Background: an optimization exercise with open tools, aiming at a short achievable clock period and few clock cycles. Do not read the settings as production practice.
At most, simulation tests tie the RTL to the original design; equivalence was not proved.
Power and IR drop assume default switching activity.

## hw5_cpu
module hw5_cpu(
  clk,
  rst_n,
  imem_addr,
  imem_data,
  dmem_addr,
  dmem_we,
  dmem_wdata,
  dmem_rdata,
  LEDR, LEDG,
  HEX0, HEX1, HEX2, HEX3
);
Size: roughly 2,700 cells after synthesis, about 500 flip-flops, roughly 130 I/O pins, about 30,000 µm² of cells after synthesis.
Settings: LEC_CHECK=0, CAP_MARGIN=20, CORE_MARGIN=2, CORE_UTILIZATION=40, SLEW_MARGIN=20, TNS_END_PERCENT=10; clock period 12.0 ns.
standard.sh (not shown) runs the stock make flow with config.mk's settings and CLKGATE_MAP_FILE= SYNTH_SCRIPT=/design/flow/synth_recipe.tcl, a recipe that flattens the netlist after the stock synthesis.
==> flow/flow/run.sh <==
#!/bin/bash
# The standard layout, with timing repair aimed below the design's period.
set -euo pipefail
bash standard.sh SETUP_SLACK_MARGIN=9 finish > flow.log 2>&1
Change:
==> flow/flow/run.sh (replaced) <==
#!/bin/bash
# The standard layout, with timing repair aimed below the design's period.
set -euo pipefail
bash standard.sh SETUP_SLACK_MARGIN=8.5 finish > flow.log 2>&1
--- a/flow/config.mk
+++ b/flow/config.mk
@@ -11,2 +11,2 @@
 export SLEW_MARGIN = 20
-export TNS_END_PERCENT = 10
+export TNS_END_PERCENT = 20
The new run produced a clean layout. Cell area went up by 3.0%. Core utilization rose by 1.5 points. Register-to-register slack loses 0.02 ns. Die area stays the same. Combinational power goes up by 5.4%. Area after synthesis is unchanged. Clock skew increases by 0.013 ns. Total power climbs by 1.8%. Fmax rises by 0.58%. Global-route usage rose by 0.49 points. Routed wire length went up by 3.3%.
No run of this note included a check of the RTL's function; only the layout flow was run.


## exp/onyx
Another version of the RTL of hw5_cpu (not shown whole).
For scale: ~130 I/O pins, roughly 30,000 um2 of cells after synthesis.
==> flow/config.mk <==
export PLATFORM = sky130hd
export DESIGN_NAME = hw5_cpu
export DESIGN_NICKNAME = hw5_cpu
export VERILOG_FILES = /design/flow/design.v
export SDC_FILE = /design/flow/constraint.sdc
export NUM_CORES = 4
export LEC_CHECK = 0
export CAP_MARGIN = 20
export CORE_MARGIN = 2
export CORE_UTILIZATION = 40
export SLEW_MARGIN = 20
export TNS_END_PERCENT = 10
==> flow/constraint.sdc <==
create_clock -name core_clock -period 12.0 [get_ports {clk}]
set_input_delay 2.4000 -clock core_clock [delete_from_list [all_inputs] [get_ports {clk}]]
set_output_delay 2.4000 -clock core_clock [all_outputs]
set_load 0.01 [all_outputs]
==> flow/flow/run.sh <==
#!/bin/bash
# The standard layout, with timing repair aimed below the design's period.
set -euo pipefail
bash standard.sh SETUP_SLACK_MARGIN=9 finish > flow.log 2>&1
exp/onyx finished every step from synthesis to the final layout, and the layout passed the timing, DRC and antenna checks.
Testbench counts of exp/onyx, summed over its fixed seeds: cycles 19,565.
## Diff of input files: exp/quartz against exp/onyx
==> flow/flow/run.sh <==
#!/bin/bash
# The standard layout, with timing repair aimed below the design's period.
set -euo pipefail
bash standard.sh SETUP_SLACK_MARGIN=8.5 MATCH_CELL_FOOTPRINT=0 finish > flow.log 2>&1
[summary]
- Looking at total met3 wirelength after detailed routing across exp/onyx and exp/quartz, the one that comes out higher is exp/quartz.
- Buffering stage count on the worst path with inverters included: higher on exp/onyx
- | worst hold slack | exp/quartz vs exp/onyx | worse |
- When exp/quartz is set beside exp/onyx, its relative slew slack turns out to be 9.9 points larger.
- The run showing the smaller depth of the critical timing path with buffers and inverters included is exp/quartz.
- exp/quartz — post-detailed-placement half-perimeter wirelength 1.3% lower, exp/onyx as reference
- On total internal power: between exp/onyx and exp/quartz, it ends up higher for exp/onyx.
- Multi-input gate share of the layout cell area sits higher in exp/quartz than in exp/onyx.
- Compared with exp/onyx, exp/quartz shows a higher final critical delay including setup and external delays.
- Summary — area growth from synthesis to layout, exp/quartz relative to exp/onyx: lower, by 3.3 points.
- Comparing the two runs side by side, exp/quartz comes out behind exp/onyx on worst setup slack after layout.
> inputs changed (exp/quartz -> exp/delta)
==> flow/flow/run.sh <==
#!/bin/bash
# The standard layout, with timing repair aimed below the design's period.
set -euo pipefail
bash standard.sh SETUP_SLACK_MARGIN=9 finish > flow.log 2>&1
-- flow/config.mk --
<<< exp/quartz, line 11
export SLEW_MARGIN = 20
export TNS_END_PERCENT = 10
>>> exp/delta, line 11
export SLEW_MARGIN = 20
==> comparison <==
- exp/quartz went all the way through the flow, and no timing, DRC or antenna check failed.
- exp/delta was carried through to the last stage, and its layout satisfied the timing, DRC and antenna checks.
- Power share of the clock group in exp/delta is 1.1 points lower than in exp/quartz
- Diff exp/quartz -> exp/delta | placed wire-length estimate after detailed placement | down by a few percent
- Cmp exp/delta vs exp/quartz: proportion of cell area occupied by registers lower in exp/delta
- exp/delta reports its first element of the critical path as imem_data[8] while exp/quartz reports pc_f[4].
- The routed wire length reported for exp/delta is greater than that of exp/quartz by about 7%.
- exp/delta -> exp/quartz: maximum operating frequency flat
- The register-to-register slack of exp/delta falls short of that of exp/quartz by 80 ps.
The following lists how exp/ember was set up differently from exp/delta:
==> flow/flow/run.sh <==
#!/bin/bash
# The standard layout, with timing repair aimed below the design's period.
set -euo pipefail
bash standard.sh SETUP_SLACK_MARGIN=9 MATCH_CELL_FOOTPRINT=0 finish > flow.log 2>&1
-- flow/config.mk --
<<< exp/delta, line 11
export SLEW_MARGIN = 20
>>> exp/ember, line 11
export SLEW_MARGIN = 20
export TNS_END_PERCENT = 10
--- outcome ---
- exp/ember ran to completion and came out clean on the timing, DRC and antenna checks.
- [compare] base=exp/delta new=exp/ember: average wire length per cell after detail routing moved down, area growth from synthesis to final layout moved down.
- Summary: with exp/delta as the reference, final weighted congestion in routability-driven placement in exp/ember moved down slightly.
- Comparing exp/delta and exp/ember, non-clock buffer count is higher on exp/delta.
- Status: area after detailed placement parity (exp/ember, exp/delta)


hw5_cpu again, from the RTL that the note above started with.
Settings: LEC_CHECK=0, CAP_MARGIN=20, CORE_MARGIN=2, CORE_UTILIZATION=40, SLEW_MARGIN=20, TNS_END_PERCENT=10; clock period 12.0 ns.
==> flow/flow/run.sh <==
#!/bin/bash
# The standard layout, with timing repair aimed below the design's period.
set -euo pipefail
bash standard.sh SETUP_SLACK_MARGIN=8.5 finish > flow.log 2>&1
Testbench counts at the start, summed over its fixed seeds: cycles 19,565.
Edit:
Settings changed: CORE_UTILIZATION 40 to 30.
Outcome:
- worst hold slack hardly moves
- setup slack degrades by 0.11 ns
- sequential cell count does not change
- count of clock-buffer cells in the layout drops by 5
- die area climbs by 33%

## port drivers added, routing unchanged
Ports are ideal in the flow. The routed layouts listed here were re-timed in OpenROAD. Step 1 assumes that a clkbuf_16 drives the clock port and a buf_2 every other input. Step 2, shift: input delay + t, output delay - t, t = (earliest + latest rising clock arrival at the registers) / 2. This alone moves slack from input paths to output paths. a / b / c = ideal ports / drivers / drivers and shift; a / b = the first two.
run	t (ns)	setup slack, ns	pins driven straight from the clock port
the first run of note 1	0.688	7.893 / 7.868 / 7.180	1
the second run of note 1	0.692	7.917 / 7.804 / 7.112	1
exp/onyx	0.705	8.002 / 7.914 / 7.209	1
exp/quartz	0.697	7.961 / 7.900 / 7.255	1
exp/delta	0.696	7.965 / 7.978 / 7.282	1
exp/ember	0.684	8.015 / 7.851 / 7.167	1
the first run of note 3	0.714	8.054 / 7.973 / 7.259	1
the second run of note 3	0.686	7.941 / 7.878 / 7.207	1
After both steps every run listed still meets setup and hold. The setup slack of exp/ember, which loses most, moves by -0.164 ns with the drivers and by -0.848 ns with both steps.
